Source: an optimization exercise on an open RTL-to-GDS flow (aim: small area and a short achievable clock period). Production flows keep margins and buffers that such runs may drop.
Function was checked by simulation only, so behaviour that the tests miss may differ from the original.

==> flow/flow/run.sh <==
#!/bin/bash
# Standard ORFS layout with two changes:
#  - port buffers are plain buf_1 cells instead of the delay-buffer cells
#    buffer_ports picks by default;
#  - before floorplanning, combinational cells are set to drive strength 1
#    (flow/downsize.tcl); timing repair upsizes where needed.
set -euo pipefail
here=$(pwd)
export BUFFER_PORTS_ARGS="-buffer_cell sky130_fd_sc_hd__buf_1"
export PRE_FLOORPLAN_TCL="$here/flow/downsize.tcl"
bash standard.sh > standard.log 2>&1
==> flow/flow/downsize.tcl <==
# Before floorplanning: give every combinational cell that synthesis mapped at
# a drive strength above 1 its _1 variant, when the library has one. Timing
# repair later upsizes again where a path needs it.
set db [ord::get_db]
set n 0
foreach inst [[ord::get_db_block] getInsts] {
  set master [$inst getMaster]
  set name [$master getName]
  if {[$master isSequential]} { continue }
  if {[regexp {^(sky130_fd_sc_hd__[a-z0-9]+)_([2-9]|1[0-9])$} $name -> base drive]} {
    set small [$db findMaster ${base}_1]
    if {$small ne "NULL" && $small ne ""} {
      $inst swapMaster $small
      incr n
    }
  }
}
puts "downsize: $n cells set to drive strength 1"
==> flow/standard.sh <==
#!/bin/bash
# synth_recipe.tcl (not shown) runs the flow's synth.tcl, then flattens the netlist and writes it again
# the make line also repeats each setting of config.mk as NAME=value (left out here)
make -C /OpenROAD-flow-scripts/flow DESIGN_CONFIG=/design/flow/config.mk WORK_HOME=/design/flow/orfs CLKGATE_MAP_FILE= SYNTH_SCRIPT=/design/flow/synth_recipe.tcl "${@:-finish}"
==> flow/config.mk <==
export PLATFORM = sky130hd
export DESIGN_NAME = Conway
export DESIGN_NICKNAME = Conway
export VERILOG_FILES = /design/flow/design.v
export SDC_FILE = /design/flow/constraint.sdc
export NUM_CORES = 4
export LEC_CHECK = 0
export CAP_MARGIN = 20
export CORE_MARGIN = 2
export CORE_UTILIZATION = 65
export CTS_CLUSTER_DIAMETER = 100
export CTS_CLUSTER_SIZE = 32
export SETUP_SLACK_MARGIN = 2.9
export SLEW_MARGIN = 20
export SYNTH_HIERARCHICAL = 1
export SYNTH_MINIMUM_KEEP_SIZE = 0
==> flow/constraint.sdc <==
create_clock -name core_clock -period 5.0 [get_ports {clk}]
set_input_delay 1.0000 -clock core_clock [delete_from_list [all_inputs] [get_ports {clk}]]
set_output_delay 1.0000 -clock core_clock [all_outputs]
set_load 0.01 [all_outputs]
==> flow/design.v <==
module Conway(
    input clk,
    input load,
    input [255:0] data,
    output reg [255:0] q
);
wire [255:0] vs, vc, nxt;
genvar i, j;
generate
for (i = 0; i < 16; i = i + 1) begin : row
    for (j = 0; j < 16; j = j + 1) begin : col
        conway_fa fv (.a(q[16*((i+15)%16) + j]), .b(q[16*i + j]), .c(q[16*((i+1)%16) + j]),
                      .s(vs[16*i+j]), .co(vc[16*i+j]));
    end
end
for (i = 0; i < 16; i = i + 1) begin : row2
    for (j = 0; j < 16; j = j + 1) begin : col2
        wire p, g, n0, k, e0, e1;
        conway_ha h1 (.a(q[16*((i+15)%16) + j]), .b(q[16*((i+1)%16) + j]), .s(p), .co(g));
        conway_fa f1 (.a(vs[16*i + (j+15)%16]), .b(vs[16*i + (j+1)%16]), .c(p), .s(n0), .co(k));
        conway_fa f2 (.a(vc[16*i + (j+15)%16]), .b(vc[16*i + (j+1)%16]), .c(g), .s(e0), .co(e1));
        conway_glue gl (.n0(n0), .k(k), .e0(e0), .e1(e1), .x(q[16*i+j]), .load(load), .d(data[16*i+j]), .y(nxt[16*i+j]));
    end
end
endgenerate
always @(posedge clk) q <= nxt;
endmodule
module conway_fa(input a, input b, input c, output s, output co);
    assign {co, s} = a + b + c;
endmodule
module conway_ha(input a, input b, output s, output co);
    assign {co, s} = a + b;
endmodule
module conway_glue(input n0, input k, input e0, input e1, input x, input load, input d, output y);
    wire life = ~e1 & (e0 ^ k) & (n0 | x);
    assign y = load ? d : life;
endmodule
==> flow_metrics.env, run 1 <==
export IMPL_status="aborted with a tool error"
export IMPL_lastStage="5_1_grt"
export IMPL_tool_error="[ERROR GRT-0232] Routing congestion too high. Check the congestion heatmap in the GUI."
export IMPL_place_area_mm2=0.0329
export IMPL_pre_cts_ws_ns=2.36
export IMPL_synth_fp_nets=3586
export IMPL_grt_worst_endpoint="q[16]$_DFF_P_/D"
export IMPL_grt_overflow_total=27
export IMPL_grtUsageTotal_pct=79.8
export IMPL_port_buffer_count=513
export IMPL_cts_htree_levels=1
export IMPL_start_util_pct=66.1
export IMPL_ios=514
export IMPL_num_rows=78
export IMPL_cts_buffers=16
export IMPL_clockRootBuffer="clkbuf_16"
export IMPL_fp_dieW_um=219
export IMPL_grt_max_degree=191
export IMPL_ys_warn_count=7
export IMPL_dieHeight_um=219
export IMPL_synth_cells=2304
export IMPL_gp_congestion=0.960
export IMPL_worstEndpointType="sequential cell input"
export IMPL_clock_path_buffers=3
export IMPL_hpwl_um=78100
-- repair_timing --
item / 4_1_cts
buffers inserted: 513
hold endpoints to repair: 0
gates cloned: 0
pin swaps: 5
resized for setup: 1029
hold buffers: 0
endpoints found under the setup margin: 512
-- stage by stage --
step | cells | hold slack, ns
global placement | 3422 | 0.647
CTS | 3963 | 0.559
detailed placement | 3422 | 0.662
floorplan | 2304 | 0.638
-- how the worst min path moves through the flow --
stage                endpoint  slack (ns)  cells past startpoint
4_1_cts         q[30]$_DFF_P_        0.56                      2
3_5_place_dp   q[154]$_DFF_P_        0.66                      2
3_3_place_gp   q[139]$_DFF_P_        0.65                      2
2_1_floorplan    q[0]$_DFF_P_        0.64                      2
-- metal layers --
layer	GRT usage [%]	GRT overflow
met1	78.0	0
met2	94.1	4
met3	70.0	7
met4	78.0	13
met5	39.0	3
==> run 2: changes to the inputs <==
--- a/flow/config.mk
+++ b/flow/config.mk
@@ -10,5 +10,3 @@
 export CORE_UTILIZATION = 65
-export CTS_CLUSTER_DIAMETER = 100
-export CTS_CLUSTER_SIZE = 32
-export SETUP_SLACK_MARGIN = 2.9
+export SETUP_SLACK_MARGIN = 2.8
 export SLEW_MARGIN = 20
==> flow_metrics.env, run 2 <==
export IMPL_cp_startpoint="q[16]$_DFF_P_"
export IMPL_r2r_end="q[249]$_DFF_P_"
export IMPL_postCtsHoldBufs=0
export IMPL_grt_max_degree=191
export IMPL_cts_tree="yes"
export IMPL_grtUsageTotal_pct=41.8
export IMPL_min_path_type="reg -> reg"
export IMPL_routed_via_density=6.41
export IMPL_clockRootBuffer="clkbuf_16"
export IMPL_hold_depth=2
export IMPL_dr_pass1_iters=5
export IMPL_worstHoldEndpoint="q[201]$_DFF_P_"
export IMPL_core_area_mm2=0.0456
export IMPL_r2r_slack_ns=2.83
export IMPL_fillCellCount=2878
export IMPL_slew_headroom_pct=41.2
export IMPL_slew_violations=0
export IMPL_tightest_slew_ns=0.882
export IMPL_largest_register="q"
export IMPL_crit_fanout=7
export IMPL_ys_warn_count=7
export IMPL_drt_iter0_drc=2063
export IMPL_cts_buffers=36
export IMPL_fin_worst_skew_ns=0.0224
export IMPL_cts_sinks=256
export IMPL_wl_per_cell_um=27.3
export IMPL_first_global_vias=25300
export IMPL_wirelength_um=96000
export IMPL_start_kind="flip-flop"
export IMPL_grt_first_pass_wirelength_um=148000
export IMPL_r2r_start="q[232]$_DFF_P_"
export IMPL_whs_ns=0.583
export IMPL_drtAntennaViolNets=0
export IMPL_layout_common_cells="fa_1 (762), buf_1 (380)"
export IMPL_clk_pin_slew_ns=0.05
export IMPL_status="finished clean"
export IMPL_hpwl_um=78100
export IMPL_nets=4170
export IMPL_min_period_over_period_pct=44.3
export IMPL_clock_path_buffers=3
export IMPL_reg_largest_list="q x256"
export IMPL_port_buffer_count=513
export IMPL_hold_start="q[201]$_DFF_P_"
export IMPL_cp_top_family="flip-flops"
export IMPL_worstPathCellList="buf_1"
export IMPL_synth_cells=2304
export IMPL_critPathKind="reg -> out"
export IMPL_fp_dieW_um=219
export IMPL_tns_ns=0
export IMPL_num_rows=78
export IMPL_drive_above_1_share_pct=16.5
export IMPL_utilization_pct=77.7
export IMPL_rsz0062_at_grt="true"
export IMPL_ios=514
export IMPL_r2r_worst_path_cells=4
export IMPL_cp_buffers_inverters=1
export IMPL_dieHeight_um=219
export IMPL_critPathMaxStageDelay_ns=0.48
export IMPL_finalSetupViolCount=0
export IMPL_max_freq_mhz=451
export IMPL_cap_violations=0
export IMPL_cp_required_ns=4.00
export IMPL_synth_fp_nets=3586
export IMPL_dieArea_mm2=0.0481
export IMPL_largest_reg_flops=256
export IMPL_grt_overflow_total=0
export IMPL_worstPathArrival_ns=1.22
export IMPL_crit_path_top_delay_cell="dfxtp_4"
export IMPL_insertion_delay_ns=0.56
export IMPL_antenna_found_initial=13
export IMPL_endpoint_kind="output port"
export IMPL_final_common_cell="fa_1"
export IMPL_drcViolationCount=0
export IMPL_layout_min_cycle_time_ns=2.22
export IMPL_finalHoldViolCount=0
export IMPL_gp_congestion=0.960
export IMPL_vias=22600
export IMPL_start_util_pct=66.1
export IMPL_cts_htree_levels=2
-- run 2: repair_timing --
item / 4_1_cts / 5_1_grt
buffers inserted: 19 / 9
hold endpoints to repair: 0 / 0
pin swaps: 0 / 0
resized for setup: 610 / 45
endpoints found under the setup margin: 396 / 58
-- run 2: how the worst max path moves through the flow --
stage                      to  slack (ns)  cells past startpoint
4_1_cts                 q[16]        2.68                      1
2_1_floorplan    q[0]$_DFF_P_        3.03                      4
6_report                q[16]        2.78                      1
5_1_grt        q[249]$_DFF_P_        2.75                      4
3_5_place_dp   q[169]$_DFF_P_        2.36                      4
3_3_place_gp   q[149]$_DFF_P_        2.45                      3
-- run 2: stage by stage --
stage	cell area, um^2	setup WS (ns)	std cells
floorplan	30100	3.03	2304
global placement	32900	2.45	3422
detailed placement	32900	2.36	3422
CTS	35200	2.68	3501
global route	35400	2.75	3516
finish	35400	2.78	3520
-- run 2: layer usage --
layer	track usage, %	wire length, um	up-vias
met1	54.4	36000	11800
li1	-	-	9283
met5	0	52	-
met4	19.3	4660	8
met2	66.6	46100	1244
met3	10.6	9200	271
-- run 2: layout make-up --
class                   instances  area, um^2  share of cell area (%)
flip-flops and latches        256        6080                    17.2
diodes                         10        25.0                  0.0707
repair buffers                546        2420                    6.85
well taps                     600         751                    2.12
multi-input cells            2048       25000                    70.7
clock buffers                  56        1050                    2.96
clock inverters                 4        47.5                   0.134
==> run 3: changes to the inputs <==
--- a/flow/config.mk
+++ b/flow/config.mk
@@ -9,4 +9,4 @@
 export CORE_MARGIN = 2
-export CORE_UTILIZATION = 65
-export SETUP_SLACK_MARGIN = 2.8
+export CORE_UTILIZATION = 75
+export SETUP_SLACK_MARGIN = 2.7
 export SLEW_MARGIN = 20
==> flow_metrics.env, run 3 <==
export IMPL_cts_htree_levels=2
export IMPL_start_util_pct=76.0
export IMPL_gr_usage_met2_pct=80.7
export IMPL_crit_end="q[208]$_DFF_P_"
export IMPL_endpoint_kind="flip-flop"
export IMPL_grtUsageMet3_pct=17.5
export IMPL_final_common_cell="fa_1"
export IMPL_routed_via_density=7.21
export IMPL_fp_dieW_um=204
export IMPL_num_rows=73
export IMPL_cp_buffers_inverters=0
export IMPL_clock_path_buffers=3
export IMPL_hpwl_um=81000
export IMPL_nets=4140
export IMPL_rsz0062_at_grt="false"
export IMPL_postCtsHoldBufs=0
export IMPL_r2r_worst_path_cells=4
export IMPL_synth_fp_nets=3586
export IMPL_vias=24800
export IMPL_tns_ns=0
export IMPL_cts_buffers=35
export IMPL_r2r_end="q[208]$_DFF_P_"
export IMPL_dieHeight_um=204
export IMPL_finalSetupViolCount=0
export IMPL_utilization_pct=86.9
export IMPL_cp_top_family="adder cells"
export IMPL_layout_common_cells="fa_1 (766), buf_1 (481)"
export IMPL_layout_min_cycle_time_ns=2.51
export IMPL_ys_warn_count=7
export IMPL_max_freq_mhz=398
export IMPL_cts_sinks=256
export IMPL_clockRootBuffer="clkbuf_16"
export IMPL_largest_reg_flops=256
export IMPL_grt_max_degree=179
export IMPL_wl_per_cell_um=31.5
export IMPL_critPathKind="reg -> reg"
export IMPL_worstPathCellList="fa_2 -> fa_1 -> xnor2_1 -> o41ai_1"
export IMPL_dr_pass1_iters=6
export IMPL_ios=514
export IMPL_drt_iter0_drc=3188
export IMPL_reg_largest_list="q x256"
export IMPL_largest_register="q"
export IMPL_drcViolationCount=0
export IMPL_grt_first_pass_wirelength_um=157000
export IMPL_gp_congestion=0.956
export IMPL_drive_above_1_share_pct=12.2
export IMPL_cap_violations=0
export IMPL_min_path_type="reg -> reg"
export IMPL_crit_path_top_delay_cell="fa_1"
export IMPL_grt_overflow_total=0
export IMPL_cts_tree="yes"
export IMPL_cp_startpoint="q[223]$_DFF_P_"
export IMPL_wirelength_um=108000
export IMPL_r2r_start="q[223]$_DFF_P_"
export IMPL_gr_usage_met1_pct=61.5
export IMPL_r2r_slack_ns=2.49
export IMPL_post_cts_buffers=0
export IMPL_dieArea_mm2=0.0418
export IMPL_grt_busiest_layer="met2"
export IMPL_cp_required_ns=5.45
export IMPL_slew_violations=0
export IMPL_worstPathArrival_ns=2.96
export IMPL_insertion_delay_ns=0.58
export IMPL_status="finished clean"
export IMPL_critPathMaxStageDelay_ns=0.69
export IMPL_crit_fanout=7
export IMPL_start_kind="flip-flop"
export IMPL_grtUsageTotal_pct=51.4
export IMPL_crit_cells=4
export IMPL_place_area_mm2=0.0328
export IMPL_antenna_found_initial=29
export IMPL_port_buffer_count=513
export IMPL_slew_headroom_pct=50.2
export IMPL_drtAntennaViolNets=0
export IMPL_core_area_mm2=0.0396
export IMPL_synth_cells=2304
export IMPL_clk_pin_slew_ns=0.06
export IMPL_design_area_mm2=0.0344
export IMPL_finalHoldViolCount=0
export IMPL_min_period_over_period_pct=50.2
export IMPL_fin_worst_skew_ns=0.0161
export IMPL_first_global_vias=27000
export IMPL_tightest_slew_ns=0.746
-- run 3: timing repair --
item,4_1_cts,5_1_grt
gates resized for setup,275,42
setup endpoints to repair,284,38
gates cloned,0,0
-- run 3: metal layers --
| metal | vias to the layer above | share of wire [%] |
|---|---|---|
| li1 | 9180 | - |
| met1 | 12300 | 31 |
| met5 | - | 0.10 |
| met3 | 815 | 14 |
| met2 | 2479 | 46 |
| met4 | 16 | 8.9 |
-- run 3: final cells by class --
class / count / area [um^2]
diodes: 24 / 60.1
clock buffers: 55 / 1060
clock inverters: 7 / 71.3
fillers: 1852 / 5200
multi-input cells: 2048 / 25000
flip-flops and latches: 256 / 5500
well taps: 525 / 657
repair buffers: 517 / 2060
-- run 3: worst min-delay path: cells and delay by family, from the launching register on --
family           cells  cell delay (ns)
AND/OR/NAND/NOR      1             0.12
flip-flops           1             0.38
AO/OA/AOI/OAI        1             0.06
-- run 3: how the worst min path moves through the flow --
stage                   startpoint        endpoint  slack, ns  cells after the start
finish              q[184]$_DFF_P_  q[184]$_DFF_P_       0.60                      2
global route              data[82]   q[82]$_DFF_P_       0.62                      3
detailed placement   q[71]$_DFF_P_   q[71]$_DFF_P_       0.67                      2
global placement     q[26]$_DFF_P_   q[26]$_DFF_P_       0.65                      2
floorplan             q[0]$_DFF_P_    q[0]$_DFF_P_       0.64                      2
CTS                       data[82]   q[82]$_DFF_P_       0.59                      3
-- run 3: stage by stage --
stage	setup slack (ns)	std cells	hold WS, ns
4_1_cts	2.68	3408	0.589
2_1_floorplan	3.03	2304	0.638
5_1_grt	2.46	3425	0.619
6_report	2.49	3432	0.600
3_3_place_gp	2.39	3346	0.649
3_5_place_dp	2.31	3346	0.668
==> run 4: changes to the inputs <==
--- a/flow/config.mk
+++ b/flow/config.mk
@@ -9,3 +9,3 @@
 export CORE_MARGIN = 2
-export CORE_UTILIZATION = 75
+export CORE_UTILIZATION = 65
 export SETUP_SLACK_MARGIN = 2.7
==> flow_metrics.env, run 4 <==
export IMPL_cp_required_ns=4.00
export IMPL_cts_tree="yes"
export IMPL_crit_fanout=7
export IMPL_tns_ns=0
export IMPL_slew_violations=0
export IMPL_slew_headroom_pct=40.3
export IMPL_max_freq_mhz=437
export IMPL_cts_sinks=256
export IMPL_post_cts_buffers=0
export IMPL_grt_first_pass_wirelength_um=146000
export IMPL_dieArea_mm2=0.0481
export IMPL_synth_fp_nets=3586
export IMPL_synth_cells=2304
export IMPL_layout_common_cells="fa_1 (768), buf_1 (495)"
export IMPL_cts_buffers=36
export IMPL_place_area_mm2=0.0329
export IMPL_drive_above_1_share_pct=11.3
export IMPL_drcViolationCount=0
export IMPL_crit_path_top_delay_cell="dfxtp_2"
export IMPL_cap_violations=0
export IMPL_cp_top_family="flip-flops"
export IMPL_cts_htree_levels=2
export IMPL_design_area_mm2=0.0344
export IMPL_drt_iter0_drc=2026
export IMPL_clk_pin_slew_ns=0.06
export IMPL_first_global_vias=25000
export IMPL_endpoint_kind="output port"
export IMPL_gp_congestion=0.960
export IMPL_grt_max_degree=191
export IMPL_tightest_slew_ns=0.896
export IMPL_wirelength_um=94600
export IMPL_ys_warn_count=7
export IMPL_vias=22400
export IMPL_fp_dieW_um=219
export IMPL_dr_pass1_iters=6
export IMPL_num_rows=78
export IMPL_critPathKind="reg -> out"
export IMPL_nets=4142
export IMPL_start_kind="flip-flop"
export IMPL_fin_worst_skew_ns=0.0226
export IMPL_cp_buffers_inverters=1
export IMPL_core_area_mm2=0.0456
export IMPL_pre_cts_ws_ns=2.36
export IMPL_hpwl_um=78100
export IMPL_worstPathArrival_ns=1.29
export IMPL_worst_slack_ns=2.71
export IMPL_antenna_found_initial=13
export IMPL_port_buffer_count=513
export IMPL_min_path_type="reg -> reg"
export IMPL_critPathMaxStageDelay_ns=0.51
export IMPL_grt_overflow_total=0
export IMPL_finalHoldViolCount=0
export IMPL_ios=514
export IMPL_finalSetupViolCount=0
export IMPL_wl_per_cell_um=27.1
export IMPL_rsz0062_at_grt="false"
export IMPL_insertion_delay_ns=0.56
export IMPL_clock_path_buffers=3
export IMPL_reg_largest_list="q x256"
export IMPL_drtAntennaViolNets=0
export IMPL_grtUsageTotal_pct=41.3
export IMPL_dieHeight_um=219
export IMPL_min_period_over_period_pct=45.8
export IMPL_routed_via_density=6.43
export IMPL_clockRootBuffer="clkbuf_16"
export IMPL_r2r_slack_ns=2.81
export IMPL_status="finished clean"
export IMPL_start_util_pct=66.1
export IMPL_largest_reg_flops=256
export IMPL_layout_min_cycle_time_ns=2.29
export IMPL_final_common_cell="fa_1"
export IMPL_largest_register="q"
export IMPL_postCtsHoldBufs=0
export IMPL_worstPathCellList="buf_1"
==> run 4: cell types whose count changed in the layout (fill, tap and decap cells not counted), moves of 3 or more <==
cell,delta
dfxtp_4,-4
buf_2,-11
inv_6,-3
clkbuf_1,+5
dfxtp_2,+4
clkbuf_2,-3
diode_2,-13
buf_1,+14
o41ai_2,-6
clkbuf_8,-6
o41ai_1,+6
==> run 4: per-stage QoR <==
step / hold WS [ns] / util, % / instances
floorplan: 0.638 / - / 2304
global placement: 0.647 / 72.1 / 3422
detailed placement: 0.662 / 72.1 / 3422
CTS: 0.598 / 75.2 / 3482
global route: 0.632 / 75.4 / 3489
finish: 0.595 / 75.4 / 3493
==> run 4: final timing paths <==
| kind | from | end | cells after the start |
|---|---|---|---|
| worst max-delay path | q[60]$_DFF_P_ | q[60] | 1 |
| worst min-delay path | q[201]$_DFF_P_ | q[201]$_DFF_P_ | 2 |
| worst max register to register | q[33]$_DFF_P_ | q[34]$_DFF_P_ | 4 |
| worst min register to register | q[201]$_DFF_P_ | q[201]$_DFF_P_ | 2 |
==> run 4: cell type report <==
cell class / count / area, um^2
diodes: 11 / 27.5
clock buffers: 56 / 1050
clock inverters: 4 / 47.5
fillers: 3037 / 11200
multi-input cells: 2048 / 25000
flip-flops and latches: 256 / 5490
well taps: 600 / 751
repair buffers: 518 / 2030
==> run 4: worst reg2reg max path: stages (launching register included) <==
cell,delay [ns]
dfxtp_2,0.51
fa_1,0.62
fa_1,0.51
xnor2_1,0.15
o41ai_1,0.29
==> run 4: what timing repair did <==
action	CTS	global route
cloned	0	0
endpoints found under the setup margin	273	27
gates resized for setup	263	27
==> run 4: layer usage <==
layer,up-vias,track usage [%],wire length [um]
met3,284,10.2,9500
li1,9189,-,-
met2,1266,64.5,44400
met4,6,20.3,5020
met5,-,0,36
met1,11700,54.6,35700
==> run 5: changes to the inputs <==
--- a/flow/flow/run.sh
+++ b/flow/flow/run.sh
@@ -10,2 +10,3 @@
 export PRE_FLOORPLAN_TCL="$here/flow/downsize.tcl"
+export CTS_ARGS="-sink_clustering_enable -repair_clock_nets -sink_clustering_size 16 -sink_clustering_max_diameter 60 -sink_clustering_levels 1"
 bash standard.sh > standard.log 2>&1
--- a/flow/config.mk
+++ b/flow/config.mk
@@ -10,3 +10,3 @@
 export CORE_UTILIZATION = 65
-export SETUP_SLACK_MARGIN = 2.7
+export SETUP_SLACK_MARGIN = 2.8
 export SLEW_MARGIN = 20
==> flow_metrics.env, run 5 <==
export IMPL_drive_above_1_share_pct=21.0
export IMPL_dr_pass1_iters=5
export IMPL_min_period_over_period_pct=44.9
export IMPL_cts_buffers=39
export IMPL_tns_ns=0
export IMPL_ys_warn_count=7
export IMPL_tightest_slew_ns=0.876
export IMPL_wirelength_um=98900
export IMPL_finalSetupViolCount=0
export IMPL_fp_dieW_um=219
export IMPL_layout_common_cells="fa_1 (762), buf_1 (333)"
export IMPL_crit_fanout=6
export IMPL_largest_register="q"
export IMPL_start_util_pct=66.1
export IMPL_fin_worst_skew_ns=0.0176
export IMPL_nets=4250
export IMPL_final_common_cell="fa_1"
export IMPL_rsz0062_at_grt="true"
export IMPL_largest_reg_flops=256
export IMPL_core_area_mm2=0.0456
export IMPL_slew_violations=0
export IMPL_crit_path_top_delay_cell="fa_1"
export IMPL_ios=514
export IMPL_r2r_end="q[149]$_DFF_P_"
export IMPL_routed_via_density=6.44
export IMPL_r2r_worst_path_cells=5
export IMPL_gp_congestion=0.960
export IMPL_grtUsageTotal_pct=42.3
export IMPL_cp_startpoint="q[148]$_DFF_P_"
export IMPL_worstPathCellList="buf_4 -> fa_1 -> fa_1 -> xnor2_1 -> o41ai_1"
export IMPL_path_common_cell="fa_1"
export IMPL_layout_min_cycle_time_ns=2.25
export IMPL_postCtsHoldBufs=0
export IMPL_cts_htree_levels=2
export IMPL_start_kind="flip-flop"
export IMPL_clk_pin_slew_ns=0.06
export IMPL_status="finished clean"
export IMPL_critPathMaxStageDelay_ns=0.55
export IMPL_clockRootBuffer="clkbuf_16"
export IMPL_clock_path_buffers=3
export IMPL_grt_first_pass_wirelength_um=150000
export IMPL_grt_busiest_layer="met2"
export IMPL_drcViolationCount=0
export IMPL_synth_cells=2304
export IMPL_port_buffer_count=513
export IMPL_critPathKind="reg -> reg"
export IMPL_fillCellCount=2705
export IMPL_max_freq_mhz=445
export IMPL_insertion_delay_ns=0.57
export IMPL_crit_end="q[149]$_DFF_P_"
export IMPL_synth_fp_nets=3586
export IMPL_finalHoldViolCount=0
export IMPL_cp_required_ns=5.43
export IMPL_vias=23200
export IMPL_worstPathArrival_ns=2.68
export IMPL_grt_max_degree=191
export IMPL_gr_usage_met2_pct=66.2
export IMPL_cts_tree="yes"
export IMPL_drtAntennaViolNets=0
export IMPL_utilization_pct=80.1
export IMPL_first_global_vias=25400
export IMPL_dieArea_mm2=0.0481
export IMPL_hpwl_um=78100
export IMPL_register_area_mm2=0.00609
export IMPL_multiInputGateArea_mm2=0.0251
export IMPL_r2r_start="q[148]$_DFF_P_"
export IMPL_slew_headroom_pct=41.6
export IMPL_cts_sinks=256
export IMPL_wl_per_cell_um=27.4
export IMPL_grtUsageMet3_pct=11.6
export IMPL_num_rows=78
export IMPL_cap_violations=0
export IMPL_endpoint_kind="flip-flop"
export IMPL_drt_iter0_drc=2173
export IMPL_dieHeight_um=219
export IMPL_r2r_slack_ns=2.75
export IMPL_gr_usage_met1_pct=55.2
export IMPL_antenna_found_initial=13
export IMPL_min_path_type="reg -> reg"
export IMPL_reg_largest_list="q x256"
export IMPL_grt_overflow_total=0
-- run 5: final cells by class --
class / count / area share, %
flip-flops and latches: 256 / 16.7
multi-input cells: 2048 / 68.7
clock inverters: 21 / 0.700
repair buffers: 623 / 8.75
diodes: 11 / 0.0754
well taps: 600 / 2.06
clock buffers: 49 / 3.03
-- run 5: worst min path at each step --
stage                               from        endpoint  slack (ns)  depth (start not counted)
after floorplan             q[0]$_DFF_P_    q[0]$_DFF_P_        0.64                          2
after global placement    q[139]$_DFF_P_  q[139]$_DFF_P_        0.65                          2
after detailed placement  q[154]$_DFF_P_  q[154]$_DFF_P_        0.66                          2
after CTS                 q[201]$_DFF_P_  q[201]$_DFF_P_        0.59                          2
after global routing       q[29]$_DFF_P_   q[29]$_DFF_P_        0.59                          2
final                      q[54]$_DFF_P_   q[54]$_DFF_P_        0.58                          2
-- run 5: metal layers --
layer,share of wire (%),wire length [um]
met4,5.7,5590
met5,0.036,36
met3,11,10400
met2,47,46600
met1,37,36300
-- run 5: worst max-delay path: cells and delay by family, from the launching register on --
| family | cells | cell delay [ns] |
|---|---|---|
| fa+ha+maj | 2 | 1.06 |
| flops | 1 | 0.38 |
| compound gates | 1 | 0.36 |
| xor+xnor | 1 | 0.17 |
| buf+inv | 1 | 0.14 |
-- run 5: what timing repair did --
action	CTS	global route
resized for setup	637	78
gates cloned	0	0
setup buffers	29	76
endpoints found under the setup margin	398	120
-- run 5: through the flow --
| stage | cells | area (um^2) | hold slack [ns] | setup WS [ns] |
|---|---|---|---|---|
| floorplan | 2304 | 30100 | 0.638 | 3.03 |
| global placement | 3422 | 32900 | 0.647 | 2.45 |
| detailed placement | 3422 | 32900 | 0.662 | 2.36 |
| CTS | 3521 | 35600 | 0.588 | 2.76 |
| global route | 3604 | 36500 | 0.590 | 2.66 |
| finish | 3608 | 36500 | 0.585 | 2.75 |
==> run 6: changes to the inputs <==
--- a/flow/flow/run.sh
+++ b/flow/flow/run.sh
@@ -10,3 +10,3 @@
 export PRE_FLOORPLAN_TCL="$here/flow/downsize.tcl"
-export CTS_ARGS="-sink_clustering_enable -repair_clock_nets -sink_clustering_size 16 -sink_clustering_max_diameter 60 -sink_clustering_levels 1"
+export CTS_ARGS="-sink_clustering_enable -repair_clock_nets -sink_clustering_size 20 -sink_clustering_max_diameter 80"
 bash standard.sh > standard.log 2>&1
==> flow_metrics.env, run 6 <==
export IMPL_status="finished clean"
export IMPL_multiInputGateArea_mm2=0.0256
export IMPL_clock_path_buffers=3
export IMPL_endpoint_kind="flip-flop"
export IMPL_synth_fp_nets=3586
export IMPL_clockRootBuffer="clkbuf_16"
export IMPL_drt_iter0_drc=2768
export IMPL_final_common_cell="fa_1"
export IMPL_drive_above_1_share_pct=29.5
export IMPL_fillCellCount=2342
export IMPL_gp_congestion=0.960
export IMPL_insertion_delay_ns=0.61
export IMPL_hpwl_um=78100
export IMPL_drcViolationCount=0
export IMPL_crit_end="q[51]$_DFF_P_"
export IMPL_grt_overflow_total=0
export IMPL_layout_common_cells="fa_1 (682), buf_1 (354), buf_4 (344)"
export IMPL_wirelength_um=110000
export IMPL_dpl_cell_count=3422
export IMPL_dr_pass1_iters=5
export IMPL_core_area_mm2=0.0456
export IMPL_drtAntennaViolNets=0
export IMPL_synth_cells=2304
export IMPL_worstPathArrival_ns=2.97
export IMPL_cts_tree="yes"
export IMPL_vias=25300
export IMPL_rsz0062_at_grt="true"
export IMPL_grt_first_pass_wirelength_um=160000
export IMPL_antenna_found_initial=15
export IMPL_r2r_start="q[50]$_DFF_P_"
export IMPL_ios=514
export IMPL_min_period_over_period_pct=50.8
export IMPL_postCtsHoldBufs=0
export IMPL_start_util_pct=66.1
export IMPL_wl_per_cell_um=28.6
export IMPL_r2r_slack_ns=2.46
export IMPL_critPathKind="reg -> reg"
export IMPL_tns_ns=0
export IMPL_finalHoldViolCount=0
export IMPL_stdcell_count=3833
export IMPL_port_buffer_count=513
export IMPL_cts_buffers=26
export IMPL_largest_reg_flops=256
export IMPL_cp_startpoint="q[50]$_DFF_P_"
export IMPL_nets=4480
export IMPL_cap_violations=0
export IMPL_tightest_slew_ns=0.953
export IMPL_r2r_worst_path_cells=5
export IMPL_dieArea_mm2=0.0481
export IMPL_grt_max_degree=191
export IMPL_num_rows=78
export IMPL_cp_required_ns=5.43
export IMPL_fin_worst_skew_ns=0.0329
export IMPL_ys_warn_count=7
export IMPL_reg_largest_list="q x256"
export IMPL_largest_register="q"
export IMPL_finalSetupViolCount=0
export IMPL_dieHeight_um=219
export IMPL_slew_headroom_pct=36.5
export IMPL_register_area_mm2=0.00609
export IMPL_r2r_end="q[51]$_DFF_P_"
export IMPL_routed_via_density=6.59
export IMPL_slew_violations=0
export IMPL_min_path_type="reg -> reg"
export IMPL_cts_sinks=256
export IMPL_cts_htree_levels=1
export IMPL_grtUsageTotal_pct=45.4
export IMPL_clk_pin_slew_ns=0.08
export IMPL_start_kind="flip-flop"
export IMPL_fp_dieW_um=219
export IMPL_layout_min_cycle_time_ns=2.54
export IMPL_first_global_vias=26900
export IMPL_crit_fanout=3
export IMPL_max_freq_mhz=393
-- run 6: changes by cell type in the layout (fill, tap and decap cells not counted), moves of 5 or more --
| cell | delta |
|---|---|
| buf_1 | +21 |
| buf_12 | +7 |
| buf_2 | +19 |
| buf_4 | +243 |
| bufinv_16 | -5 |
| clkbuf_16 | -15 |
| clkbuf_2 | -47 |
| clkinv_2 | -6 |
| fa_1 | -80 |
| fa_2 | +80 |
| inv_6 | +8 |
| o41ai_1 | -40 |
| o41ai_2 | +40 |
-- run 6: final cells by class --
cell class / instances / share of cell area [%]
well taps: 600 / 1.95
clock buffers: 31 / 1.85
clock inverters: 17 / 0.433
multi-input cells: 2048 / 66.6
flip-flops and latches: 256 / 15.8
repair buffers: 866 / 13.3
diodes: 15 / 0.0977
-- run 6: worst max-delay path: stages, from the launching register on --
cell and delay, ns:
dfxtp_4 0.38, buf_4 0.20, fa_2 0.54, fa_1 0.49, xnor2_1 0.22, o41ai_2 0.52
-- run 6: worst min path at each step --
| stage | startpoint | end | slack [ns] | cells after the start |
|---|---|---|---|---|
| 2_1_floorplan | q[0]$_DFF_P_ | q[0]$_DFF_P_ | 0.64 | 2 |
| 3_3_place_gp | q[139]$_DFF_P_ | q[139]$_DFF_P_ | 0.65 | 2 |
| 3_5_place_dp | q[154]$_DFF_P_ | q[154]$_DFF_P_ | 0.66 | 2 |
| 4_1_cts | q[80]$_DFF_P_ | q[80]$_DFF_P_ | 0.55 | 2 |
| 5_1_grt | q[80]$_DFF_P_ | q[80]$_DFF_P_ | 0.58 | 2 |
| 6_report | q[80]$_DFF_P_ | q[80]$_DFF_P_ | 0.55 | 2 |
-- run 6: repair_timing --
| item | in CTS | in global routing |
|---|---|---|
| pin swaps | 0 | 1 |
| gates resized for setup | 673 | 149 |
| endpoints found under the hold margin | 0 | 0 |
| setup buffers | 314 | 34 |
| endpoints found under the setup margin | 405 | 144 |
| gates cloned | 0 | 0 |
-- run 6: through the flow --
step | utilization [%] | setup slack (ns) | hold slack [ns] | area, um^2
finish | 84.3 | 2.46 | 0.546 | 38400
global route | 84.2 | 2.55 | 0.584 | 38400
CTS | 82.2 | 2.73 | 0.550 | 37400
detailed placement | 72.1 | 2.36 | 0.662 | 32900
global placement | 72.1 | 2.45 | 0.647 | 32900
floorplan | - | 3.03 | 0.638 | 30100
-- run 6: per-layer routing --
metal | part of all wire, % | track usage [%]
met5 | 0.033 | 0
met3 | 12 | 13.0
met2 | 46 | 70.7
met1 | 35 | 58.4
met4 | 6.6 | 24.0
==> run 7: changes to the inputs <==
==> flow/design.v (replaced) <==
module Conway(
    input clk,
    input load,
    input [255:0] data,
    output reg [255:0] q
);
wire [255:0] p, g, vs, vc, nxt;
genvar i, j;
generate
for (i = 0; i < 16; i = i + 1) begin : row
    for (j = 0; j < 16; j = j + 1) begin : col
        conway_ha hv (.a(q[16*((i+15)%16) + j]), .b(q[16*((i+1)%16) + j]),
                      .s(p[16*i+j]), .co(g[16*i+j]));
        conway_vsum vsum (.p(p[16*i+j]), .g(g[16*i+j]), .x(q[16*i+j]),
                          .s(vs[16*i+j]), .c(vc[16*i+j]));
    end
end
for (i = 0; i < 16; i = i + 1) begin : row2
    for (j = 0; j < 16; j = j + 1) begin : col2
        wire n0, k, e0, e1;
        conway_fa f1 (.a(vs[16*i + (j+15)%16]), .b(vs[16*i + (j+1)%16]), .c(p[16*i+j]), .s(n0), .co(k));
        conway_fa f2 (.a(vc[16*i + (j+15)%16]), .b(vc[16*i + (j+1)%16]), .c(g[16*i+j]), .s(e0), .co(e1));
        conway_glue gl (.n0(n0), .k(k), .e0(e0), .e1(e1), .x(q[16*i+j]), .load(load), .d(data[16*i+j]), .y(nxt[16*i+j]));
    end
end
endgenerate
always @(posedge clk) q <= nxt;
endmodule
module conway_fa(input a, input b, input c, output s, output co);
    assign {co, s} = a + b + c;
endmodule
module conway_ha(input a, input b, output s, output co);
    assign {co, s} = a + b;
endmodule
module conway_vsum(input p, input g, input x, output s, output c);
    conway_xor sx (.a(p), .b(x), .y(s));
    conway_ao  cx (.a(p), .b(x), .c(g), .y(c));
endmodule
module conway_xor(input a, input b, output y);
    assign y = a ^ b;
endmodule
module conway_ao(input a, input b, input c, output y);
    assign y = (a & b) | c;
endmodule
module conway_glue(input n0, input k, input e0, input e1, input x, input load, input d, output y);
    wire life = ~e1 & (e0 ^ k) & (n0 | x);
    assign y = load ? d : life;
endmodule
--- a/flow/flow/run.sh
+++ b/flow/flow/run.sh
@@ -10,3 +10,2 @@
 export PRE_FLOORPLAN_TCL="$here/flow/downsize.tcl"
-export CTS_ARGS="-sink_clustering_enable -repair_clock_nets -sink_clustering_size 20 -sink_clustering_max_diameter 80"
 bash standard.sh > standard.log 2>&1
--- a/flow/config.mk
+++ b/flow/config.mk
@@ -10,3 +10,3 @@
 export CORE_UTILIZATION = 65
-export SETUP_SLACK_MARGIN = 2.8
+export SETUP_SLACK_MARGIN = 2.7
 export SLEW_MARGIN = 20
==> flow_metrics.env, run 7 <==
export IMPL_hpwl_um=77800
export IMPL_cts_htree_levels=2
export IMPL_gp_congestion=1.02
export IMPL_worst_slack_ns=2.71
export IMPL_fp_dieW_um=216
export IMPL_num_rows=77
export IMPL_drtAntennaViolNets=0
export IMPL_cts_tree="yes"
export IMPL_nets=4142
export IMPL_layout_min_cycle_time_ns=2.29
export IMPL_routed_via_density=6.22
export IMPL_grtUsageTotal_pct=40.7
export IMPL_cts_buffers=36
export IMPL_cp_buffers_inverters=1
export IMPL_antenna_found_initial=30
export IMPL_slew_headroom_pct=39.1
export IMPL_layout_common_cells="fa_1 (512), buf_1 (483)"
export IMPL_dieHeight_um=216
export IMPL_crit_path_top_delay_cell="dfxtp_1"
export IMPL_dr_pass1_iters=5
export IMPL_critPathMaxStageDelay_ns=0.53
export IMPL_worstPathCellList="buf_1"
export IMPL_utilization_pct=75.5
export IMPL_cap_violations=0
export IMPL_drcViolationCount=0
export IMPL_final_common_cell="fa_1"
export IMPL_drive_above_1_share_pct=8.26
export IMPL_grt_max_degree=123
export IMPL_largest_reg_flops=256
export IMPL_rsz0062_at_grt="false"
export IMPL_cp_required_ns=4.00
export IMPL_clockRootBuffer="clkbuf_16"
export IMPL_min_path_type="reg -> reg"
export IMPL_synth_cells=2560
export IMPL_status="finished clean"
export IMPL_finalHoldViolCount=0
export IMPL_insertion_delay_ns=0.56
export IMPL_slew_violations=0
export IMPL_clk_pin_slew_ns=0.06
export IMPL_synth_fp_nets=3586
export IMPL_worstPathArrival_ns=1.29
export IMPL_start_kind="flip-flop"
export IMPL_max_freq_mhz=438
export IMPL_pre_cts_ws_ns=2.28
export IMPL_finalSetupViolCount=0
export IMPL_design_area_mm2=0.0334
export IMPL_crit_fanout=6
export IMPL_place_area_mm2=0.0319
export IMPL_dpl_cell_count=3670
export IMPL_grt_overflow_total=0
export IMPL_grt_first_pass_wirelength_um=144000
export IMPL_fin_worst_skew_ns=0.00935
export IMPL_core_area_mm2=0.0442
export IMPL_vias=23300
export IMPL_cp_top_family="flip-flops"
export IMPL_endpoint_kind="output port"
export IMPL_wl_per_cell_um=24.9
export IMPL_dieArea_mm2=0.0466
export IMPL_largest_register="q"
export IMPL_min_period_over_period_pct=45.7
export IMPL_tightest_slew_ns=0.914
export IMPL_stdcell_count=3748
export IMPL_ios=514
export IMPL_tns_ns=0
export IMPL_postCtsHoldBufs=0
export IMPL_port_buffer_count=513
export IMPL_cts_sinks=256
export IMPL_wirelength_um=93400
export IMPL_critPathKind="reg -> out"
export IMPL_first_global_vias=25200
export IMPL_post_cts_buffers=0
export IMPL_drt_iter0_drc=1537
export IMPL_reg_largest_list="q x256"
export IMPL_ys_warn_count=7
export IMPL_clock_path_buffers=3
export IMPL_start_util_pct=65.9
==> run 7: cell types whose count changed in the layout (fill, tap and decap cells not counted), moves of 48 or more <==
cell,change
fa_2,-86
buf_4,-342
o41ai_1,+48
buf_1,+129
dfxtp_1,+87
o41ai_2,-48
a21o_1,+256
xor2_1,+256
dfxtp_4,-250
buf_2,-118
dfxtp_2,+163
fa_1,-170
==> run 7: path summary, 6_finish.rpt <==
check / depth (start not counted) / to / start / slack [ns]
setup / recovery: 1 / q[58] / q[58]$_DFF_P_ / 2.71
hold / removal: 2 / q[7]$_DFF_P_ / q[7]$_DFF_P_ / 0.56
setup reg to reg: 5 / q[166]$_DFF_P_ / q[183]$_DFF_P_ / 2.71
hold reg to reg: 2 / q[7]$_DFF_P_ / q[7]$_DFF_P_ / 0.56
==> run 7: worst min-delay path, delay by kind of cell (launching register included) <==
family / cells / cell delay, ns
AO/OA/AOI/OAI: 1 / 0.06
flip-flops: 1 / 0.36
AND/OR/NAND/NOR: 1 / 0.11
==> run 7: through the flow <==
| stage | hold WS [ns] |
|---|---|
| 3_5_place_dp | 0.607 |
| 4_1_cts | 0.586 |
| 3_3_place_gp | 0.593 |
| 6_report | 0.565 |
| 5_1_grt | 0.596 |
| 2_1_floorplan | 0.589 |
==> run 7: timing repair <==
| item | 4_1_cts | 5_1_grt |
|---|---|---|
| endpoints found under the setup margin | 155 | 91 |
| pin swaps | 0 | 0 |
| cloned | 0 | 0 |
| resized for setup | 132 | 74 |
==> run 7: cell type report <==
class | count | area, um^2
Timing Repair Buffer | 518 | 2050
Clock inverter | 6 | 55.1
Tap cell | 592 | 741
Fill cell | 3177 | 10800
Antenna cell | 19 | 47.5
Sequential cell | 256 | 5350
Multi-Input combinational cell | 2304 | 24000
Clock buffer | 53 | 1100
==> run 7: per-layer routing <==
metal	wire, um	track usage, %	share of wire (%)	up-vias
li1	-	-	-	10300
met4	4230	18.1	4.5	22
met5	139	0	0.15	-
met3	9080	12.6	9.7	279
met1	36200	50.7	39	11800
met2	43700	65.4	47	1001
==> run 8: changes to the inputs <==
--- a/flow/config.mk
+++ b/flow/config.mk
@@ -10,3 +10,3 @@
 export CORE_UTILIZATION = 65
-export SETUP_SLACK_MARGIN = 2.7
+export SETUP_SLACK_MARGIN = 2.85
 export SLEW_MARGIN = 20
==> flow_metrics.env, run 8 <==
export IMPL_slew_violations=0
export IMPL_dieArea_mm2=0.0466
export IMPL_final_common_cell="fa_1"
export IMPL_critPathMaxStageDelay_ns=0.49
export IMPL_nets=4164
export IMPL_wirelength_um=96300
export IMPL_worstHoldEndpoint="q[142]$_DFF_P_"
export IMPL_min_path_type="reg -> reg"
export IMPL_dr_pass1_iters=5
export IMPL_synth_cells=2560
export IMPL_largest_reg_flops=256
export IMPL_slew_headroom_pct=56.9
export IMPL_routed_via_density=6.29
export IMPL_start_kind="flip-flop"
export IMPL_max_freq_mhz=457
export IMPL_finalHoldViolCount=0
export IMPL_hold_start="q[142]$_DFF_P_"
export IMPL_cp_buffers_inverters=1
export IMPL_cp_required_ns=4.00
export IMPL_first_global_vias=25500
export IMPL_ios=514
export IMPL_largest_register="q"
export IMPL_worstPathArrival_ns=1.19
export IMPL_wl_per_cell_um=25.5
export IMPL_drive_above_1_share_pct=19.3
export IMPL_clockRootBuffer="clkbuf_16"
export IMPL_layout_common_cells="fa_1 (512), buf_1 (338)"
export IMPL_reg_largest_list="q x256"
export IMPL_tightest_slew_ns=0.647
export IMPL_drt_iter0_drc=1673
export IMPL_num_rows=77
export IMPL_r2r_start="q[206]$_DFF_P_"
export IMPL_clk_pin_slew_ns=0.05
export IMPL_drtAntennaViolNets=0
export IMPL_status="finished clean"
export IMPL_clock_path_buffers=3
export IMPL_grt_overflow_total=0
export IMPL_r2r_worst_path_cells=5
export IMPL_gp_congestion=1.02
export IMPL_grt_max_degree=123
export IMPL_rsz0062_at_grt="true"
export IMPL_fp_dieW_um=216
export IMPL_grt_busiest_layer="met2"
export IMPL_cts_htree_levels=2
export IMPL_cts_buffers=36
export IMPL_cts_tree="yes"
export IMPL_core_area_mm2=0.0442
export IMPL_antenna_found_initial=30
export IMPL_critPathKind="reg -> out"
export IMPL_dieHeight_um=216
export IMPL_ys_warn_count=7
export IMPL_cts_sinks=256
export IMPL_fillCellCount=2824
export IMPL_layout_min_cycle_time_ns=2.19
export IMPL_insertion_delay_ns=0.56
export IMPL_finalSetupViolCount=0
export IMPL_gr_usage_met2_pct=66.8
export IMPL_gr_usage_met1_pct=50.9
export IMPL_hpwl_um=77800
export IMPL_hold_depth=2
export IMPL_grt_first_pass_wirelength_um=147000
export IMPL_port_buffer_count=513
export IMPL_r2r_end="q[191]$_DFF_P_"
export IMPL_crit_path_top_delay_cell="dfxtp_4"
export IMPL_fin_worst_skew_ns=0.00880
export IMPL_synth_fp_nets=3586
export IMPL_postCtsHoldBufs=0
export IMPL_grtUsageTotal_pct=41.3
export IMPL_r2r_slack_ns=2.82
export IMPL_vias=23700
export IMPL_crit_fanout=5
export IMPL_grtUsageMet3_pct=13.5
export IMPL_min_period_over_period_pct=43.8
export IMPL_start_util_pct=65.9
export IMPL_worstPathCellList="buf_6"
export IMPL_endpoint_kind="output port"
export IMPL_tns_ns=0
export IMPL_drcViolationCount=0
export IMPL_cap_violations=0
export IMPL_cp_top_family="flip-flops"
-- run 8: changes by cell type in the layout (fill, tap and decap cells not counted), sizes merged --
cell | previous run | this run
clkbuf | 62 | 57
buf | 509 | 536
-- run 8: per-stage QoR --
step	worst slack [ns]	utilization (%)	hold WS [ns]	cells	cell area [um^2]
global route	2.73	80.0	0.589	3761	35400
floorplan	3.04	-	0.589	2560	29100
CTS	2.77	77.8	0.567	3745	34400
detailed placement	2.28	72.2	0.607	3670	31900
global placement	2.32	72.2	0.593	3670	31900
finish	2.81	80.0	0.565	3770	35400
-- run 8: per-layer routing --
layer  share of wire (%)  wire length [um]
met1                  38             36500
met3                  10              9700
met4                 4.6              4450
met2                  47             45500
met5                0.16               158
-- run 8: cell type report --
| type | instances | area, um^2 | share of cell area [%] |
|---|---|---|---|
| Multi-Input combinational cell | 2304 | 24800 | 70.2 |
| Sequential cell | 256 | 6020 | 17.0 |
| Timing Repair Buffer | 540 | 2600 | 7.34 |
| Clock buffer | 53 | 1100 | 3.10 |
| Tap cell | 592 | 741 | 2.09 |
| Clock inverter | 6 | 55.1 | 0.156 |
| Antenna cell | 19 | 47.5 | 0.134 |
-- run 8: worst max-delay path by stage --
stage	startpoint	to	slack [ns]	depth (start not counted)
2_1_floorplan	q[31]$_DFF_P_	q[0]$_DFF_P_	3.04	5
4_1_cts	q[193]$_DFF_P_	q[193]	2.77	1
6_report	q[193]$_DFF_P_	q[193]	2.81	1
3_3_place_gp	load	q[0]$_DFF_P_	2.32	3
3_5_place_dp	load	q[42]$_DFF_P_	2.28	3
5_1_grt	q[206]$_DFF_P_	q[191]$_DFF_P_	2.73	5
-- run 8: timing repair --
action | 4_1_cts | 5_1_grt
endpoints found under the setup margin | 470 | 146
pin swaps | 2 | 29
buffers inserted | 16 | 6
hold endpoints to repair | 0 | 0
resized for setup | 678 | 126
==> run 9: changes to the inputs <==
--- a/flow/config.mk
+++ b/flow/config.mk
@@ -9,4 +9,4 @@
 export CORE_MARGIN = 2
-export CORE_UTILIZATION = 65
-export SETUP_SLACK_MARGIN = 2.85
+export CORE_UTILIZATION = 55
+export SETUP_SLACK_MARGIN = 2.9
 export SLEW_MARGIN = 20
==> flow_metrics.env, run 9 <==
export IMPL_fp_dieW_um=234
export IMPL_synth_fp_nets=3586
export IMPL_drt_iter0_drc=1591
export IMPL_gp_congestion=0.963
export IMPL_max_freq_mhz=450
export IMPL_grt_max_degree=105
export IMPL_port_buffer_count=513
export IMPL_wl_per_cell_um=25.5
export IMPL_ys_warn_count=7
export IMPL_nets=4439
export IMPL_tightest_slew_ns=0.630
export IMPL_num_rows=84
export IMPL_tns_ns=0
export IMPL_cts_htree_levels=2
export IMPL_cts_sinks=256
export IMPL_antenna_found_initial=23
export IMPL_slew_headroom_pct=58.0
export IMPL_cts_tree="yes"
export IMPL_start_kind="flip-flop"
export IMPL_dieHeight_um=234
export IMPL_insertion_delay_ns=0.57
export IMPL_postCtsHoldBufs=0
export IMPL_ios=514
export IMPL_hpwl_um=81900
export IMPL_cap_violations=0
export IMPL_drcViolationCount=0
export IMPL_reg_largest_list="q x256"
export IMPL_layout_common_cells="fa_1 (512), buf_4 (268)"
export IMPL_min_path_type="reg -> reg"
export IMPL_drive_above_1_share_pct=30.6
export IMPL_first_global_vias=26100
export IMPL_start_util_pct=55.6
export IMPL_cts_buffers=37
export IMPL_worstPathArrival_ns=2.63
export IMPL_vias=24800
export IMPL_core_area_mm2=0.0524
export IMPL_largest_reg_flops=256
export IMPL_largest_register="q"
export IMPL_rsz0062_at_grt="true"
export IMPL_finalHoldViolCount=0
export IMPL_layout_min_cycle_time_ns=2.22
export IMPL_fin_worst_skew_ns=0.0199
export IMPL_routed_via_density=5.98
export IMPL_final_common_cell="fa_1"
export IMPL_endpoint_kind="flip-flop"
export IMPL_grt_overflow_total=0
export IMPL_status="finished clean"
export IMPL_finalSetupViolCount=0
export IMPL_dieArea_mm2=0.0549
export IMPL_synth_cells=2560
export IMPL_clk_pin_slew_ns=0.06
export IMPL_min_period_over_period_pct=44.4
export IMPL_grtUsageTotal_pct=37.3
export IMPL_clock_path_buffers=3
export IMPL_cp_required_ns=5.40
export IMPL_clockRootBuffer="clkbuf_16"
export IMPL_utilization_pct=77.3
export IMPL_drtAntennaViolNets=0
export IMPL_dr_pass1_iters=7
export IMPL_grt_first_pass_wirelength_um=153000
export IMPL_crit_fanout=4
export IMPL_slew_violations=0
export IMPL_wirelength_um=106000
export IMPL_critPathKind="reg -> reg"
run 9: layer usage:
| metal | GRT usage [%] | part of all wire, % | wire length (um) | up-vias |
|---|---|---|---|---|
| met5 | 0 | 0.10 | 110 | - |
| met2 | 59.3 | 47 | 50000 | 920 |
| met1 | 48.6 | 40 | 42100 | 12600 |
| met3 | 8.97 | 8.1 | 8530 | 289 |
| li1 | - | - | - | 10900 |
| met4 | 16.7 | 4.5 | 4750 | 18 |
run 9: area by class of cell:
type                       instances  area, um^2
multi-input combinational       2304       25900
fill                            3459       11900
timing repair buffer             814        6520
sequential                       256        6090
clock buffer                      59        1130
tap                              688         861
clock inverter                     7        63.8
antenna                           14        35.0
run 9: final timing paths:
kind,from,to,slack (ns),cells past startpoint
max,q[174]$_DFF_P_,q[191]$_DFF_P_,2.78,5
min,q[149]$_DFF_P_,q[149]$_DFF_P_,0.57,2
max reg2reg,q[174]$_DFF_P_,q[191]$_DFF_P_,2.78,5
min reg2reg,q[149]$_DFF_P_,q[149]$_DFF_P_,0.57,2
run 9: per-stage QoR:
| step | instance area, um^2 | hold WS [ns] | cells | setup slack [ns] |
|---|---|---|---|---|
| 2_1_floorplan | 29100 | 0.589 | 2560 | 3.04 |
| 3_3_place_gp | 32000 | 0.599 | 3767 | 2.18 |
| 3_5_place_dp | 32000 | 0.608 | 3767 | 2.12 |
| 4_1_cts | 37700 | 0.569 | 4042 | 2.85 |
| 5_1_grt | 40600 | 0.592 | 4142 | 2.71 |
| 6_report | 40600 | 0.575 | 4142 | 2.78 |
run 9: worst max-delay path, cell delays in order (launching register included):
cell and delay, ns:
dfxtp_4 0.37, ha_1 0.36, a21o_1 0.23, fa_1 0.52, xnor2_1 0.17, o41ai_1 0.41
run 9: repair_timing:
action / in CTS / in global routing
setup buffers: 209 / 86
setup endpoints to repair: 510 / 308
resized for setup: 1110 / 187
pin swaps: 18 / 210
gates cloned: 0 / 0
==> run 10: changes to the inputs <==
--- a/flow/config.mk
+++ b/flow/config.mk
@@ -9,3 +9,3 @@
 export CORE_MARGIN = 2
-export CORE_UTILIZATION = 55
+export CORE_UTILIZATION = 65
 export SETUP_SLACK_MARGIN = 2.9
@@ -14 +14,2 @@
 export SYNTH_MINIMUM_KEEP_SIZE = 0
+export TNS_END_PERCENT = 0
==> flow_metrics.env, run 10 <==
export IMPL_insertion_delay_ns=0.56
export IMPL_start_util_pct=65.9
export IMPL_critPathKind="reg -> reg"
export IMPL_status="finished clean"
export IMPL_rsz0062_at_grt="true"
export IMPL_start_kind="flip-flop"
export IMPL_crit_path_top_delay_cell="fa_1"
export IMPL_crit_cells=5
export IMPL_final_common_cell="fa_1"
export IMPL_layout_min_cycle_time_ns=2.21
export IMPL_antenna_found_initial=30
export IMPL_slew_headroom_pct=55.6
export IMPL_wirelength_um=94200
export IMPL_routed_via_density=6.25
export IMPL_fp_dieW_um=216
export IMPL_nets=4150
export IMPL_worstPathCellList="ha_1 -> a21o_1 -> fa_1 -> xnor2_1 -> o41ai_2"
export IMPL_r2r_start="q[206]$_DFF_P_"
export IMPL_cts_tree="yes"
export IMPL_gp_congestion=1.02
export IMPL_num_rows=77
export IMPL_fillCellCount=3090
export IMPL_r2r_worst_path_cells=5
export IMPL_ys_warn_count=7
export IMPL_clockRootBuffer="clkbuf_16"
export IMPL_vias=23500
export IMPL_slew_violations=0
export IMPL_dieHeight_um=216
export IMPL_min_path_type="reg -> reg"
export IMPL_tightest_slew_ns=0.666
export IMPL_dieArea_mm2=0.0466
export IMPL_largest_register="q"
export IMPL_grt_max_degree=123
export IMPL_r2r_slack_ns=2.79
export IMPL_utilization_pct=77.0
export IMPL_fin_worst_skew_ns=0.00809
export IMPL_worstPathArrival_ns=2.64
export IMPL_crit_end="q[191]$_DFF_P_"
export IMPL_endpoint_kind="flip-flop"
export IMPL_grtUsageTotal_pct=41.1
export IMPL_layout_common_cells="fa_1 (512), buf_1 (415)"
export IMPL_dr_pass1_iters=5
export IMPL_cts_sinks=256
export IMPL_drcViolationCount=0
export IMPL_clk_pin_slew_ns=0.06
export IMPL_synth_fp_nets=3586
export IMPL_postCtsHoldBufs=0
export IMPL_wl_per_cell_um=25.1
export IMPL_cp_buffers_inverters=0
export IMPL_grt_overflow_total=0
export IMPL_cp_top_family="adder cells"
export IMPL_critPathMaxStageDelay_ns=0.51
export IMPL_drt_iter0_drc=1606
export IMPL_grt_first_pass_wirelength_um=146000
export IMPL_finalHoldViolCount=0
export IMPL_cp_startpoint="q[206]$_DFF_P_"
export IMPL_hpwl_um=77800
export IMPL_r2r_end="q[191]$_DFF_P_"
export IMPL_cp_required_ns=5.43
export IMPL_max_freq_mhz=452
export IMPL_cts_htree_levels=2
export IMPL_largest_reg_flops=256
export IMPL_reg_largest_list="q x256"
export IMPL_clock_path_buffers=3
export IMPL_cap_violations=0
export IMPL_tns_ns=0
export IMPL_drive_above_1_share_pct=13.8
export IMPL_core_area_mm2=0.0442
export IMPL_hold_depth=2
export IMPL_first_global_vias=25400
export IMPL_min_period_over_period_pct=44.3
export IMPL_synth_cells=2560
export IMPL_crit_fanout=6
export IMPL_cts_buffers=36
export IMPL_ios=514
export IMPL_finalSetupViolCount=0
export IMPL_drtAntennaViolNets=0
export IMPL_port_buffer_count=513
-- run 10: worst min path at each step --
stage | from | to | slack (ns)
after floorplan | q[0]$_DFF_P_ | q[0]$_DFF_P_ | 0.59
after global placement | q[121]$_DFF_P_ | q[121]$_DFF_P_ | 0.59
after detailed placement | q[4]$_DFF_P_ | q[4]$_DFF_P_ | 0.61
after CTS | q[142]$_DFF_P_ | q[142]$_DFF_P_ | 0.57
after global routing | q[128]$_DFF_P_ | q[128]$_DFF_P_ | 0.59
final | q[9]$_DFF_P_ | q[9]$_DFF_P_ | 0.56
-- run 10: tightest hold or removal path: cells and delay by family, from the launching register on --
kind               cells  cell delay, ns
DFF                    1            0.35
and+or+nand+nor        1            0.11
AOI/OAI and AO/OA      1            0.06
-- run 10: metrics by stage --
step | worst slack (ns) | hold WS [ns] | instances | instance area, um^2
3_5_place_dp | 2.28 | 0.607 | 3670 | 31900
3_3_place_gp | 2.32 | 0.593 | 3670 | 31900
4_1_cts | 2.82 | 0.567 | 3737 | 33900
2_1_floorplan | 3.04 | 0.589 | 2560 | 29100
6_report | 2.79 | 0.564 | 3756 | 34100
5_1_grt | 2.73 | 0.589 | 3747 | 34000
-- run 10: cell type report --
| cell class | count | area, um^2 | share of cell area (%) |
|---|---|---|---|
| multi-input cells | 2304 | 24100 | 70.8 |
| flip-flops and latches | 256 | 5750 | 16.9 |
| repair buffers | 526 | 2250 | 6.59 |
| clock buffers | 53 | 1100 | 3.22 |
| well taps | 592 | 741 | 2.17 |
| clock inverters | 6 | 55.1 | 0.162 |
| diodes | 19 | 47.5 | 0.140 |
-- run 10: repair_timing --
action,CTS,global route
pin swaps,0,3
buffers inserted,8,0
setup endpoints to repair,512,488
gates resized for setup,482,16
-- run 10: per-layer routing --
| metal | vias to the layer above | GRT usage [%] | wire (um) |
|---|---|---|---|
| met5 | - | 0 | 132 |
| met4 | 20 | 17.7 | 4100 |
| met3 | 271 | 12.8 | 9870 |
| met2 | 1025 | 66.6 | 44500 |
| met1 | 11900 | 51.0 | 35600 |
| li1 | 10300 | - | - |
==> run 11: changes to the inputs <==
--- a/flow/config.mk
+++ b/flow/config.mk
@@ -10,3 +10,3 @@
 export CORE_UTILIZATION = 65
-export SETUP_SLACK_MARGIN = 2.9
+export SETUP_SLACK_MARGIN = 2.8
 export SLEW_MARGIN = 20
==> flow_metrics.env, run 11 <==
export IMPL_slew_headroom_pct=39.5
export IMPL_status="finished clean"
export IMPL_rsz0062_at_grt="true"
export IMPL_postCtsHoldBufs=0
export IMPL_grtUsageTotal_pct=40.7
export IMPL_fp_dieW_um=216
export IMPL_grt_first_pass_wirelength_um=144000
export IMPL_gp_congestion=1.02
export IMPL_final_common_cell="fa_1"
export IMPL_nets=4142
export IMPL_drt_iter0_drc=1682
export IMPL_critPathKind="reg -> out"
export IMPL_crit_fanout=6
export IMPL_port_buffer_count=513
export IMPL_wirelength_um=93100
export IMPL_vias=23300
export IMPL_utilization_pct=75.3
export IMPL_cts_htree_levels=2
export IMPL_drcViolationCount=0
export IMPL_wl_per_cell_um=24.8
export IMPL_cp_buffers_inverters=1
export IMPL_grt_busiest_layer="met2"
export IMPL_endpoint_kind="output port"
export IMPL_routed_via_density=6.22
export IMPL_clk_pin_slew_ns=0.06
export IMPL_design_area_mm2=0.0333
export IMPL_clock_path_buffers=3
export IMPL_tightest_slew_ns=0.908
export IMPL_dieHeight_um=216
export IMPL_min_period_over_period_pct=46.3
export IMPL_insertion_delay_ns=0.56
export IMPL_crit_path_top_delay_cell="dfxtp_1"
export IMPL_reg_largest_list="q x256"
export IMPL_drive_above_1_share_pct=6.50
export IMPL_critPathMaxStageDelay_ns=0.51
export IMPL_dieArea_mm2=0.0466
export IMPL_fillCellCount=3182
export IMPL_gr_usage_met1_pct=50.7
export IMPL_tns_ns=0
export IMPL_layout_common_cells="fa_1 (512), buf_1 (492)"
export IMPL_cts_tree="yes"
export IMPL_first_global_vias=25200
export IMPL_worstPathCellList="buf_1"
export IMPL_cap_violations=0
export IMPL_layout_min_cycle_time_ns=2.32
export IMPL_start_kind="flip-flop"
export IMPL_gr_usage_met2_pct=65.2
export IMPL_cp_required_ns=4.00
export IMPL_grt_overflow_total=0
export IMPL_synth_cells=2560
export IMPL_start_util_pct=65.9
export IMPL_fin_worst_skew_ns=0.0101
export IMPL_synth_fp_nets=3586
export IMPL_drtAntennaViolNets=0
export IMPL_place_area_mm2=0.0319
export IMPL_max_freq_mhz=432
export IMPL_slew_violations=0
export IMPL_largest_reg_flops=256
export IMPL_finalHoldViolCount=0
export IMPL_dr_pass1_iters=7
export IMPL_worstPathArrival_ns=1.32
export IMPL_num_rows=77
export IMPL_ys_warn_count=7
export IMPL_ios=514
export IMPL_min_path_type="reg -> reg"
export IMPL_post_cts_buffers=0
export IMPL_cts_sinks=256
export IMPL_clockRootBuffer="clkbuf_16"
export IMPL_largest_register="q"
export IMPL_core_area_mm2=0.0442
export IMPL_antenna_found_initial=29
export IMPL_grt_max_degree=123
export IMPL_hpwl_um=77800
export IMPL_finalSetupViolCount=0
export IMPL_cts_buffers=36
export IMPL_cp_top_family="flip-flops"
export IMPL_grtUsageMet3_pct=12.6
-- run 11: path summary, 6_finish.rpt --
kind                        from             end  slack [ns]  cells after the start
setup / recovery  q[236]$_DFF_P_          q[236]        2.68                      1
hold / removal      q[7]$_DFF_P_    q[7]$_DFF_P_        0.57                      2
setup reg to reg  q[183]$_DFF_P_  q[166]$_DFF_P_        2.70                      5
hold reg to reg     q[7]$_DFF_P_    q[7]$_DFF_P_        0.57                      2
-- run 11: per-layer routing --
metal,up-vias,share of wire [%]
met5,-,0.14
met4,20,4.7
met3,272,10
met2,1011,47
met1,11700,38
li1,10300,-
-- run 11: timing repair --
| item | 4_1_cts | 5_1_grt |
|---|---|---|
| resized for setup | 83 | 67 |
| gates cloned | 0 | 0 |
| setup endpoints to repair | 383 | 487 |
-- run 11: layout make-up --
type	instances	area [um^2]	share of cell area, %
clock inverters	6	55.1	0.165
multi-input cells	2304	24000	72.2
repair buffers	518	2040	6.13
flip-flops and latches	256	5290	15.9
well taps	592	741	2.22
clock buffers	53	1100	3.29
diodes	20	50.0	0.150
-- run 11: tightest hold or removal path: stages (launching register included) --
cell	delay (ns)
dfxtp_2	0.36
nor2_1	0.11
o41ai_1	0.06
-- run 11: metrics by stage --
stage,std cells,hold WS [ns],setup slack (ns)
global route,3739,0.597,2.68
global placement,3670,0.593,2.32
finish,3749,0.565,2.68
detailed placement,3670,0.607,2.28
floorplan,2560,0.589,3.04
CTS,3729,0.595,2.68

separate check: timing with driven ports:
The flow's constraints put no driver on any port. The routed layouts listed below were extracted and timed again, unchanged, in two steps.
Step 1: set_driving_cell puts a clkbuf_16 on clk and a buf_2 on each other input, an assumption about the parent block.
Step 2, shift: input delay + t, output delay - t, t = (earliest + latest rising clock arrival at the registers) / 2. This alone moves slack from input paths to output paths.
Three values: ideal ports, drivers, drivers and shift; two values: the first two.
run | t, ns | slack for setup (ns) | worst slew at a driven data input, ns
run 2 | 0.612 | 2.785 / 2.724 / 2.308 | 0.12
run 3 | 0.631 | 2.490 / 2.490 / 2.199 | 0.18
run 4 | 0.611 | 2.712 / 2.651 / 2.196 | 0.13
run 5 | 0.623 | 2.755 / 2.750 / 2.248 | 0.12
run 6 | 0.653 | 2.458 / 2.458 / 2.203 | 0.13
run 7 | 0.617 | 2.715 / 2.652 / 2.263 | 0.12
run 8 | 0.613 | 2.811 / 2.749 / 2.395 | 0.11
run 9 | 0.625 | 2.778 / 2.778 / 2.443 | 0.13
run 10 | 0.615 | 2.785 / 2.749 / 2.445 | 0.11
run 11 | 0.612 | 2.684 / 2.624 / 2.283 | 0.12
After both steps setup and hold are still met in every run listed. The setup slack of run 4, which loses most, moves by -0.061 ns with the drivers and by -0.516 ns with both steps.
